Context: an optimization exercise on an open-source flow, tuned for small area. The choices shown serve that exercise and are no tape-out recipe.
Function was checked by simulation only, so behaviour that the tests miss may differ from the original.
The clock input has no modelled driver; a real chip could not lean on it and would need a root buffer or a full tree.
Power figures rest on the tool's default switching activity, not on a simulated workload.

## snake
module snake(hex3_d,hex2_d,hex1_d,hex0_d,p,sw,button,clk,rst,step);
Size: roughly 470 cells after synthesis, roughly 100 flip-flops, about 42 I/O pins, roughly 4700 um2 of cells after synthesis.
clock: 15.0 ns
lec_check: 0
cap_margin: 20
core_margin: 2
core_utilization: 60
slew_margin: 20
standard.sh (not shown) runs the stock make flow with config.mk's settings and CLKGATE_MAP_FILE= SYNTH_SCRIPT=/design/flow/synth_recipe.tcl, a recipe that flattens the netlist after the stock synthesis.
==> flow/flow/run.sh <==
#!/bin/bash
# Own layout flow: the standard layout, with two changes:
#  - synthesis maps the logic with an area-oriented ABC script (flow/area.abc)
#    instead of ORFS's speed script; everything else in synthesis (the
#    script synth_recipe.tcl sources, the flattening and renaming) is unchanged,
#    so the registers are the standard synthesis's;
#  - the port buffers are the smallest buffer cell;
#  - clock tree synthesis uses clkbuf_8 buffers and no dummy loads.
# Each step's full output goes to a log file in the work folder.
set -euo pipefail
W=$(pwd)
export OWN_ABC_SCRIPT=$W/flow/area.abc

# ORFS's synth.tcl with only its ABC call changed
sed 's|log_cmd abc {\*}\$abc_args|log_cmd abc -script $::env(OWN_ABC_SCRIPT) {*}$lib_args {*}$lib_dont_use_args|' \
  "$FLOW_HOME/scripts/synth.tcl" > "$W/own_synth_core.tcl"
grep -q OWN_ABC_SCRIPT "$W/own_synth_core.tcl"
# The standard flow's synthesis script, sourcing that copy
sed "s|source \$::env(SCRIPTS_DIR)/synth.tcl|source $W/own_synth_core.tcl|" synth_recipe.tcl > "$W/own_synth.tcl"
grep -q own_synth_core "$W/own_synth.tcl"
# standard.sh with that synthesis script
sed "s|SYNTH_SCRIPT=[^ ]*|SYNTH_SCRIPT=$W/own_synth.tcl|" standard.sh > "$W/own_standard.sh"
grep -q own_synth.tcl "$W/own_standard.sh"

bash "$W/own_standard.sh" synth > "$W/synth.log" 2>&1
bash "$W/own_standard.sh" finish "BUFFER_PORTS_ARGS=-buffer_cell sky130_fd_sc_hd__buf_1" \
  "CTS_ARGS=-sink_clustering_enable -repair_clock_nets -dont_use_dummy_load -buf_list sky130_fd_sc_hd__clkbuf_8" \
  > "$W/layout.log" 2>&1
test -s "$W/out/final.def"
==> flow/flow/area.abc <==
strash
&get -n
&st
&dch -f
&nf -a -R 1000
&put
strash
&get -n
&st
&dch -f
&nf -a -R 1000
&put
topo
The first run completed with no timing, DRC or antenna violations.
==> next run, changes <==
--- a/flow/flow/run.sh
+++ b/flow/flow/run.sh
@@ -2,8 +1,0 @@
-# Own layout flow: the standard layout, with two changes:
-#  - synthesis maps the logic with an area-oriented ABC script (flow/area.abc)
-#    instead of ORFS's speed script; everything else in synthesis (the
-#    script synth_recipe.tcl sources, the flattening and renaming) is unchanged,
-#    so the registers are the standard synthesis's;
-#  - the port buffers are the smallest buffer cell;
-#  - clock tree synthesis uses clkbuf_8 buffers and no dummy loads.
-# Each step's full output goes to a log file in the work folder.
--- a/flow/config.mk
+++ b/flow/config.mk
@@ -10 +10,2 @@
-export CORE_UTILIZATION = 60
+export CORE_UTILIZATION = 75
+export GPL_TIMING_DRIVEN = 0
Result: Worst hold slack improved by 0.0060 ns. Cell count drops by a few percent. Total power stays flat. Routed wire length rose slightly. Register-to-register slack loses 0.54 ns. Clock skew is about the same. Setup slack loses 0.44 ns. Final area falls slightly.


Another version of the RTL of snake (not shown whole).
Size: ~460 cells after synthesis, ~100 flip-flops, ~42 I/O pins.
// snake
module snake(hex3_d,hex2_d,hex1_d,hex0_d,p,sw,button,clk,rst,step);
input clk, rst, step;
input [3:0] sw;
input [2:0] button;
output [6:0] hex0_d, hex1_d, hex2_d, hex3_d;
output [3:0] p;
reg [1:0] hd, td;    
reg [2:0] hs, ts;    
reg blk, tblk, errd, len0;
reg [3:0] regp;
function [4:0] mv;
  input [2:0] s; input [1:0] dir; input b;
  reg t, a, c;
  begin
    t = s[2]; a = s[1]; c = s[0];
    if (!t) begin
      if (dir[0]) mv = {dir[1], !dir[1], s};           
      else mv = {2'b00, 1'b1, b, c ^ dir[1]};          
    end else begin
      if (!dir[0]) mv = {2'b00, 1'b1, a, !c};          
      else mv = {dir[1] & !a, !dir[1] & a, 1'b0, c & !b, !(c ^ b)};   
    end
  end
endfunction
function [1:0] dstep;
  input [1:0] d; input [1:0] st;
  begin
    dstep = {d[1] ^ (st[0] & d[0] | st[1] & !d[0]), d[0] ^ (st[0] | st[1])};
  end
endfunction
wire [1:0] dir = button[2] ? (button[1:0] == 2'b01 ? 2'b11 :
                              button[1:0] == 2'b10 ? 2'b01 : 2'b00) : 2'b10;
wire [3:0] rp = regp | sw;
wire [4:0] hm = mv(hs, dir, blk);
wire [1:0] nd = dstep(hd, hm[4:3]);
wire [2:0] ns = hm[2:0];
wire [3:0] hdo = {hd == 2'd3, hd == 2'd2, hd == 2'd1, hd == 2'd0};
wire [3:0] tdo = {td == 2'd3, td == 2'd2, td == 2'd1, td == 2'd0};
wire [6:0] hso = {hs == 3'd7, hs == 3'd6, hs == 3'd5, hs == 3'd4, hs == 3'd2, hs == 3'd1, hs == 3'd0};
wire [6:0] tso = {ts == 3'd7, ts == 3'd6, ts == 3'd5, ts == 3'd4, ts == 3'd2, ts == 3'd1, ts == 3'd0};
wire [27:0] hit, on;
wire [55:0] tq;
wire [1:0] tdir;
wire [3:0] hitd;
wire err = errd || |hitd;
wire [3:0] pt = dir[1] ? {hdo[1], hdo[2], hdo[3], hdo[0]}
                       : {hdo[0], hdo[1], hdo[2], hdo[3]};
wire [3:0] eatv = pt & rp & {4{!err && hs == 3'b000 && dir[0]}};
wire eat = |eatv;
wire del = !eat;
wire [4:0] tm = mv(ts, tdir, tblk);
wire [1:0] ntd = dstep(td, tm[4:3]);
wire go = rst && step && !err;
wire hw = go && !(del && len0);    
wire tw = go && del && !len0;      
always @(posedge clk) begin
  if (!rst) begin
    hd <= 2'd2; hs <= 3'b001; td <= 2'd2; ts <= 3'b001;
  ...
==> flow/config.mk <==
export PLATFORM = sky130hd
export DESIGN_NAME = snake
export DESIGN_NICKNAME = snake
export VERILOG_FILES = /design/flow/design.v
export SDC_FILE = /design/flow/constraint.sdc
export NUM_CORES = 4
export LEC_CHECK = 0
export CAP_MARGIN = 20
export CORE_MARGIN = 2
export CORE_UTILIZATION = 75
export GPL_TIMING_DRIVEN = 0
export SLEW_MARGIN = 20
==> flow/constraint.sdc <==
create_clock -name core_clock -period 15.0 [get_ports {clk}]
set_input_delay 3.0000 -clock core_clock [delete_from_list [all_inputs] [get_ports {clk}]]
set_output_delay 3.0000 -clock core_clock [all_outputs]
set_load 0.01 [all_outputs]
==> flow/flow/run.sh <==
#!/bin/bash
# Own layout flow: the standard layout (standard.sh), with these changes:
#  - synthesis maps the logic with an area-oriented ABC script (flow/area.abc)
#    instead of ORFS's speed script; everything else in synthesis (the
#    script synth_recipe.tcl sources, the flattening and renaming) is unchanged,
#    so the registers are the standard synthesis's;
#  - the port buffers are the smallest buffer cell;
#  - the clock tree is built by flow/clock_tree.tcl (a root buffer and six
#    clkbuf_8 buffers, each driving a sixth of the registers) instead of by
#    TritonCTS;
set -euo pipefail
W=$(pwd)
export OWN_ABC_SCRIPT=$W/flow/area.abc
export OWN_CTS_ROOT=sky130_fd_sc_hd__clkbuf_2
export OWN_CTS_CELL=sky130_fd_sc_hd__clkbuf_8
export OWN_CTS_NBUF=6

# ORFS's synth.tcl with only its ABC call changed
sed 's|log_cmd abc {\*}\$abc_args|log_cmd abc -script $::env(OWN_ABC_SCRIPT) {*}$lib_args {*}$lib_dont_use_args|' \
  "$FLOW_HOME/scripts/synth.tcl" > "$W/own_synth_core.tcl"
grep -q OWN_ABC_SCRIPT "$W/own_synth_core.tcl"
# The standard flow's synthesis script, sourcing that copy
sed "s|source \$::env(SCRIPTS_DIR)/synth.tcl|source $W/own_synth_core.tcl|" synth_recipe.tcl > "$W/own_synth.tcl"
grep -q own_synth_core "$W/own_synth.tcl"
# standard.sh with that synthesis script
sed "s|SYNTH_SCRIPT=[^ ]*|SYNTH_SCRIPT=$W/own_synth.tcl|" standard.sh > "$W/own_standard.sh"
grep -q own_synth.tcl "$W/own_standard.sh"

bash "$W/own_standard.sh" synth > "$W/synth.log" 2>&1
bash "$W/own_standard.sh" finish "BUFFER_PORTS_ARGS=-buffer_cell sky130_fd_sc_hd__buf_1" \
  "PRE_CTS_TCL=$W/flow/clock_tree.tcl" > "$W/layout.log" 2>&1
test -s "$W/out/final.def"
==> flow/flow/clock_tree.tcl <==
# Sourced by ORFS's cts.tcl before clock tree synthesis (PRE_CTS_TCL): builds
# a small two-level clock tree instead of TritonCTS's H-tree. The registers
# are split by placement into OWN_CTS_NBUF balanced groups (alternating
# median cuts in x and y). The clock port drives one root buffer
# (OWN_CTS_ROOT), placed at the centre of the registers, which drives one
# OWN_CTS_CELL buffer per group, placed at the group's centre; each of these
# drives its group's clock pins. clock_tree_synthesis then only marks the
# clock propagated.
set own_nbuf $::env(OWN_CTS_NBUF)
set own_cell $::env(OWN_CTS_CELL)
set own_block [ord::get_db_block]
set own_clk [$own_block findNet clk]
set own_master [[ord::get_db] findMaster $own_cell]

set own_sinks {}
foreach it [$own_clk getITerms] {
  set bb [[$it getInst] getBBox]
  lappend own_sinks [list $it [expr {([$bb xMin] + [$bb xMax]) / 2}] \
                             [expr {([$bb yMin] + [$bb yMax]) / 2}]]
}

proc own_split { sinks n axis } {
  if { $n <= 1 } { return [list $sinks] }
  set idx [expr { $axis == 0 ? 1 : 2 }]
  set sorted [lsort -integer -index $idx $sinks]
  set m [expr { $n / 2 }]
  set half [expr { ([llength $sorted] * $m + $n / 2) / $n }]
  set a [lrange $sorted 0 [expr { $half - 1 }]]
  set b [lrange $sorted $half end]
  return [concat [own_split $a $m [expr { 1 - $axis }]] \
                 [own_split $b [expr { $n - $m }] [expr { 1 - $axis }]]]
}

set own_rx 0
set own_ry 0
foreach s $own_sinks {
  set own_rx [expr { $own_rx + [lindex $s 1] }]
  set own_ry [expr { $own_ry + [lindex $s 2] }]
}
set own_root [odb::dbInst_create $own_block [[ord::get_db] findMaster $::env(OWN_CTS_ROOT)] "clkbuf_own_root"]
set own_rnet [odb::dbNet_create $own_block "clk_own_root"]
$own_rnet setSigType CLOCK
[$own_root findITerm A] connect $own_clk
[$own_root findITerm X] connect $own_rnet
$own_root setLocation [expr { $own_rx / [llength $own_sinks] }] [expr { $own_ry / [llength $own_sinks] }]
$own_root setPlacementStatus PLACED

set own_k 0
foreach group [own_split $own_sinks $own_nbuf 0] {
  set sx 0
  set sy 0
  foreach s $group {
    set sx [expr { $sx + [lindex $s 1] }]
    set sy [expr { $sy + [lindex $s 2] }]
  }
  set cx [expr { $sx / [llength $group] }]
  set cy [expr { $sy / [llength $group] }]
  set inst [odb::dbInst_create $own_block $own_master "clkbuf_own_$own_k"]
  set net [odb::dbNet_create $own_block "clk_own_$own_k"]
  $net setSigType CLOCK
  [$inst findITerm A] connect $own_rnet
  [$inst findITerm X] connect $net
  foreach s $group {
    set it [lindex $s 0]
    $it disconnect
    $it connect $net
  }
  $inst setLocation $cx $cy
  $inst setPlacementStatus PLACED
  puts "own clock tree: buffer $own_k drives [llength $group] registers"
  incr own_k
}

rename clock_tree_synthesis own_unused_clock_tree_synthesis
proc clock_tree_synthesis { args } {
  set_propagated_clock [all_clocks]
}
Other scripts of this flow, unchanged in this note and not shown: flow/flow/area.abc
Then changed:
--- a/flow/flow/run.sh
+++ b/flow/flow/run.sh
@@ -6,6 +6,6 @@
 #    so the registers are the standard synthesis's;
 #  - the port buffers are the smallest buffer cell;
-#  - the clock tree is built by flow/clock_tree.tcl (a root buffer and six
-#    clkbuf_8 buffers, each driving a sixth of the registers) instead of by
+#  - the clock tree is built by flow/clock_tree.tcl (a root buffer and seven
+#    clkbuf_8 buffers, each driving a seventh of the registers) instead of by
 #    TritonCTS;
 set -euo pipefail
@@ -14,5 +14,5 @@
 export OWN_CTS_ROOT=sky130_fd_sc_hd__clkbuf_2
 export OWN_CTS_CELL=sky130_fd_sc_hd__clkbuf_8
-export OWN_CTS_NBUF=6
+export OWN_CTS_NBUF=7
 
 # ORFS's synth.tcl with only its ABC call changed
=>
- The changed run finished clean
- worst setup slack gets better by 0.036 ns
- sequential share of layout area shrinks by 0.15 points
- via count grows slightly
No run of this note takes its clock network from TritonCTS; it comes from the design's own scripts or RTL.


Setup of rev 12:
The RTL this note starts from:
==> flow/design.v <==
module snake(hex3_d,hex2_d,hex1_d,hex0_d,p,sw,button,clk,rst,step);
input clk, rst, step;
input [3:0] sw;
input [2:0] button;
output [6:0] hex0_d, hex1_d, hex2_d, hex3_d;
output [3:0] p;
reg [1:0] hd, td;    
reg [2:0] hs, ts;    
reg blk, tblk, errd, len0;
reg [3:0] regp;
function [4:0] mv;
  input [2:0] s; input [1:0] dir; input b;
  reg t, a, c;
  begin
    t = s[2]; a = s[1]; c = s[0];
    if (!t) begin
      if (dir[0]) mv = {dir[1], !dir[1], s};           
      else mv = {2'b00, 1'b1, b, c ^ dir[1]};          
    end else begin
      if (!dir[0]) mv = {2'b00, 1'b1, a, !c};          
      else mv = {dir[1] & !a, !dir[1] & a, 1'b0, c & !b, !(c ^ b)};   
    end
  end
endfunction
function [1:0] dstep;
  input [1:0] d; input [1:0] st;
  begin
    dstep = {d[1] ^ (st[0] & d[0] | st[1] & !d[0]), d[0] ^ (st[0] | st[1])};
  end
endfunction
wire [1:0] dir = button[2] ? (button[1:0] == 2'b01 ? 2'b11 :
                              button[1:0] == 2'b10 ? 2'b01 : 2'b00) : 2'b10;
wire [3:0] rp = regp | sw;
wire [4:0] hm = mv(hs, dir, blk);
wire [1:0] nd = dstep(hd, hm[4:3]);
wire [2:0] ns = hm[2:0];
wire [3:0] hdo = {hd == 2'd3, hd == 2'd2, hd == 2'd1, hd == 2'd0};
wire [3:0] tdo = {td == 2'd3, td == 2'd2, td == 2'd1, td == 2'd0};
wire [6:0] hso = {hs == 3'd7, hs == 3'd6, hs == 3'd5, hs == 3'd4, hs == 3'd2, hs == 3'd1, hs == 3'd0};
wire [6:0] tso = {ts == 3'd7, ts == 3'd6, ts == 3'd5, ts == 3'd4, ts == 3'd2, ts == 3'd1, ts == 3'd0};
wire [27:0] hit, on;
wire [55:0] tq;
wire [1:0] tdir;
wire [3:0] hitd;
wire err = errd || |hitd;
wire [3:0] pt = dir[1] ? {hdo[1], hdo[2], hdo[3], hdo[0]}
                       : {hdo[0], hdo[1], hdo[2], hdo[3]};
wire [3:0] eatv = pt & rp & {4{!err && hs == 3'b000 && dir[0]}};
wire eat = |eatv;
wire del = !eat;
wire [4:0] tm = mv(ts, tdir, tblk);
wire [1:0] ntd = dstep(td, tm[4:3]);
wire go = rst && step && !err;
wire hw = go && !(del && len0);    
wire tw = go && del && !len0;      
always @(posedge clk) begin
  if (!rst) begin
    hd <= 2'd2; hs <= 3'b001; td <= 2'd2; ts <= 3'b001;
    blk <= 1'b0; tblk <= 1'b0; errd <= 1'b0; len0 <= 1'b1; regp <= 4'd0;
  end else if (step) begin
    regp <= rp & ~eatv;
    if (err) errd <= 1'b1;
    else begin
      hd <= nd; hs <= ns; blk <= dir[1] ^ dir[0];
      if (eat) len0 <= 1'b0;
      if (del && len0) begin
        td <= nd; ts <= ns; tblk <= dir[1] ^ dir[0];
      end else if (del) begin
        td <= ntd; ts <= tm[2:0]; tblk <= tdir[1] ^ tdir[0];
      end
    end
  end
end
localparam [31:0] LIT = 32'b00000001_11110110_11110110_00110111;
wire [3:0] hwd = hdo & {4{hw}};
wire [3:0] twd = tdo & {4{tw}} | {4{!rst}};    
wire [6:0] tsr = tso | {7{!rst}};
wire [3:0] hdv = hdo & {4{!errd}};
genvar g;
generate for (g = 0; g < 32; g = g + 1) begin : c
  localparam integer D = g / 8, S = g % 8;
  if (S != 3) begin : u
    localparam integer J = S > 3 ? S - 1 : S;
    localparam integer K = D * 7 + J;
    snake_cell #(.LIT(LIT[g])) sc (.clk(clk), .errd(errd), .dir(dir),
      .hwd(hwd[D]), .hdv(hdv[D]), .hs(hso[J]),
      .twd(twd[D]), .ts(tso[J]), .tsr(tsr[J]),
      .tq(tq[K*2 +: 2]), .hit(hit[K]), .on(on[K]));
  end
end endgenerate
wire [7:0] tqd;
generate for (g = 0; g < 4; g = g + 1) begin : rd
  assign tqd[g*2 +: 2] = tq[g*14 +: 2] | tq[g*14+2 +: 2] | tq[g*14+4 +: 2] | tq[g*14+6 +: 2]
                       | tq[g*14+8 +: 2] | tq[g*14+10 +: 2] | tq[g*14+12 +: 2];
  assign hitd[g] = |hit[g*7 +: 7] & hdo[g];
end endgenerate
assign tdir = tqd[1:0] & {2{tdo[0]}} | tqd[3:2] & {2{tdo[1]}}
            | tqd[5:4] & {2{tdo[2]}} | tqd[7:6] & {2{tdo[3]}};
assign hex0_d = ~{on[1], on[4], on[3], on[0], on[5], on[6], on[2]};
assign hex1_d = ~{on[8], on[11], on[10], on[7], on[12], on[13], on[9]};
assign hex2_d = ~{on[15], on[18], on[17], on[14], on[19], on[20], on[16]};
assign hex3_d = ~{on[22], on[25], on[24], on[21], on[26], on[27], on[23]};
assign p = ~regp;
endmodule
module snake_cell #(parameter LIT = 1'b0) (
  input clk, input errd, input [1:0] dir,
  input hwd, input hdv, input hs,
  input twd, input ts, input tsr,
  output [1:0] tq, output hit, output on);
reg occ;
reg [1:0] dr;
wire wr = hwd & hs;
always @(posedge clk) begin
  occ <= wr | occ & !(twd & tsr);
  if (!occ) dr <= dir;
end
assign tq = dr & {2{ts}};
assign hit = occ & hs;
assign on = errd ? LIT : occ | hdv & hs;
endmodule
Settings: LEC_CHECK=0, CAP_MARGIN=20, CORE_MARGIN=2, CORE_UTILIZATION=70, CTS_BUF_LIST=sky130_fd_sc_hd__clkbuf_8, GPL_TIMING_DRIVEN=0, SLEW_MARGIN=20; clock period 15.0 ns.
run.sh (not shown) runs the stock make flow with config.mk's settings and CLKGATE_MAP_FILE= SYNTH_SCRIPT=/design/flow/synth_recipe.tcl, a recipe that flattens the netlist after the stock synthesis.
Stock flow here: none of the scripts above is used.
Edits applied to the flow inputs when going from rev 12 to rev 13:
Settings: clearing CTS_BUF_LIST, which used to be sky130_fd_sc_hd__clkbuf_8; swapping 70 for 75 in CORE_UTILIZATION.
==> flow/flow/run.sh (new file) <==
#!/bin/bash
set -euo pipefail
W=$(pwd)
export OWN_ABC_SCRIPT=$W/flow/area.abc

# ORFS's synth.tcl with only its ABC call changed
sed 's|log_cmd abc {\*}\$abc_args|log_cmd abc -script $::env(OWN_ABC_SCRIPT) {*}$lib_args {*}$lib_dont_use_args|' \
  "$FLOW_HOME/scripts/synth.tcl" > "$W/own_synth_core.tcl"
grep -q OWN_ABC_SCRIPT "$W/own_synth_core.tcl"
# The standard flow's synthesis script, sourcing that copy
sed "s|source \$::env(SCRIPTS_DIR)/synth.tcl|source $W/own_synth_core.tcl|" synth_recipe.tcl > "$W/own_synth.tcl"
grep -q own_synth_core "$W/own_synth.tcl"
# standard.sh with that synthesis script
sed "s|SYNTH_SCRIPT=[^ ]*|SYNTH_SCRIPT=$W/own_synth.tcl|" standard.sh > "$W/own_standard.sh"
grep -q own_synth.tcl "$W/own_standard.sh"

bash "$W/own_standard.sh" synth > "$W/synth.log" 2>&1
bash "$W/own_standard.sh" finish "BUFFER_PORTS_ARGS=-buffer_cell sky130_fd_sc_hd__buf_1" \
  "CTS_ARGS=-sink_clustering_enable -repair_clock_nets -dont_use_dummy_load -buf_list sky130_fd_sc_hd__clkbuf_8" \
  > "$W/layout.log" 2>&1
test -s "$W/out/final.def"
==> flow/flow/area.abc (new file) <==
strash
&get -n
&st
&deepsyn -T 30
&dch -f
&nf -a -R 1000
&put
topo
==> flow/standard.sh (new file) <==
#!/bin/bash
# synth_recipe.tcl (not shown) runs the flow's synth.tcl, then flattens the netlist and writes it again
# the make line also repeats each setting of config.mk as NAME=value (left out here)
make -C /OpenROAD-flow-scripts/flow DESIGN_CONFIG=/design/flow/config.mk WORK_HOME=/design/flow/orfs CLKGATE_MAP_FILE= SYNTH_SCRIPT=/design/flow/synth_recipe.tcl "${@:-finish}"
removed: flow/run.sh
## What came out
- NOTE instance area after placement rev 12->rev 13 decreased by more than 10%
- Relative to rev 12, final critical-path share of the clock period has gone down in rev 13.
- Vias: rev 13 fewer than rev 12
- Between rev 13 and rev 12, setup slack of the critical path after layout is higher for rev 13, rev 12 comes in under that.
- Measured against rev 13, the non-clock buffer count of rev 12 comes out at 2.0 times the reference value.
- Register share of the cell area was higher in rev 13 than in rev 12.
- In the tables for rev 13 and rev 12, register clock-pin slew on the reported worst setup and hold paths reads higher with rev 12.
- Delta (rev 13 minus rev 12): maximum ir drop on the vdd rail went up about 33%, global-route wire length before repair decreased by about 13% relative to the old numbers.

## afterwards: timing with drivers on the ports
How much do the figures lean on ideal ports? The routed layouts below were timed once more, with nothing changed but the port constraints.
Step 1 (the two cells are an assumption about what drives the block):
set clk [get_ports {clk}]
set_driving_cell -lib_cell sky130_fd_sc_hd__clkbuf_16 $clk
set_driving_cell -lib_cell sky130_fd_sc_hd__buf_2 [delete_from_list [all_inputs] $clk]
Step 2, shift: input delay + t, output delay - t, t = (earliest + latest rising clock arrival at the registers) / 2. This alone moves slack from input paths to output paths.
Slacks: no drivers / after step 1 / after step 2; pairs: no drivers / after step 1.
run	shift t [ns]	setup WS [ns]	clock arrival spread, ns
the first run of note 1	0.388	8.662 / 8.672 / 8.284	0.029 / 0.029
the second run of note 1	0.389	8.221 / 8.228 / 7.840	0.028 / 0.027
the first run of note 2	0.570	9.314 / 9.328 / 8.759	0.015 / 0.015
the second run of note 2	0.626	9.350 / 9.362 / 8.738	0.014 / 0.014
rev 12	0.400	8.748 / 8.759 / 8.359	0.014 / 0.014
rev 13	0.381	9.027 / 9.041 / 8.660	0.022 / 0.021
After both steps every run listed still meets setup and hold. For the second run of note 2, which loses most, drivers alone change the setup slack by +0.012 ns; drivers and shift together by -0.612 ns.
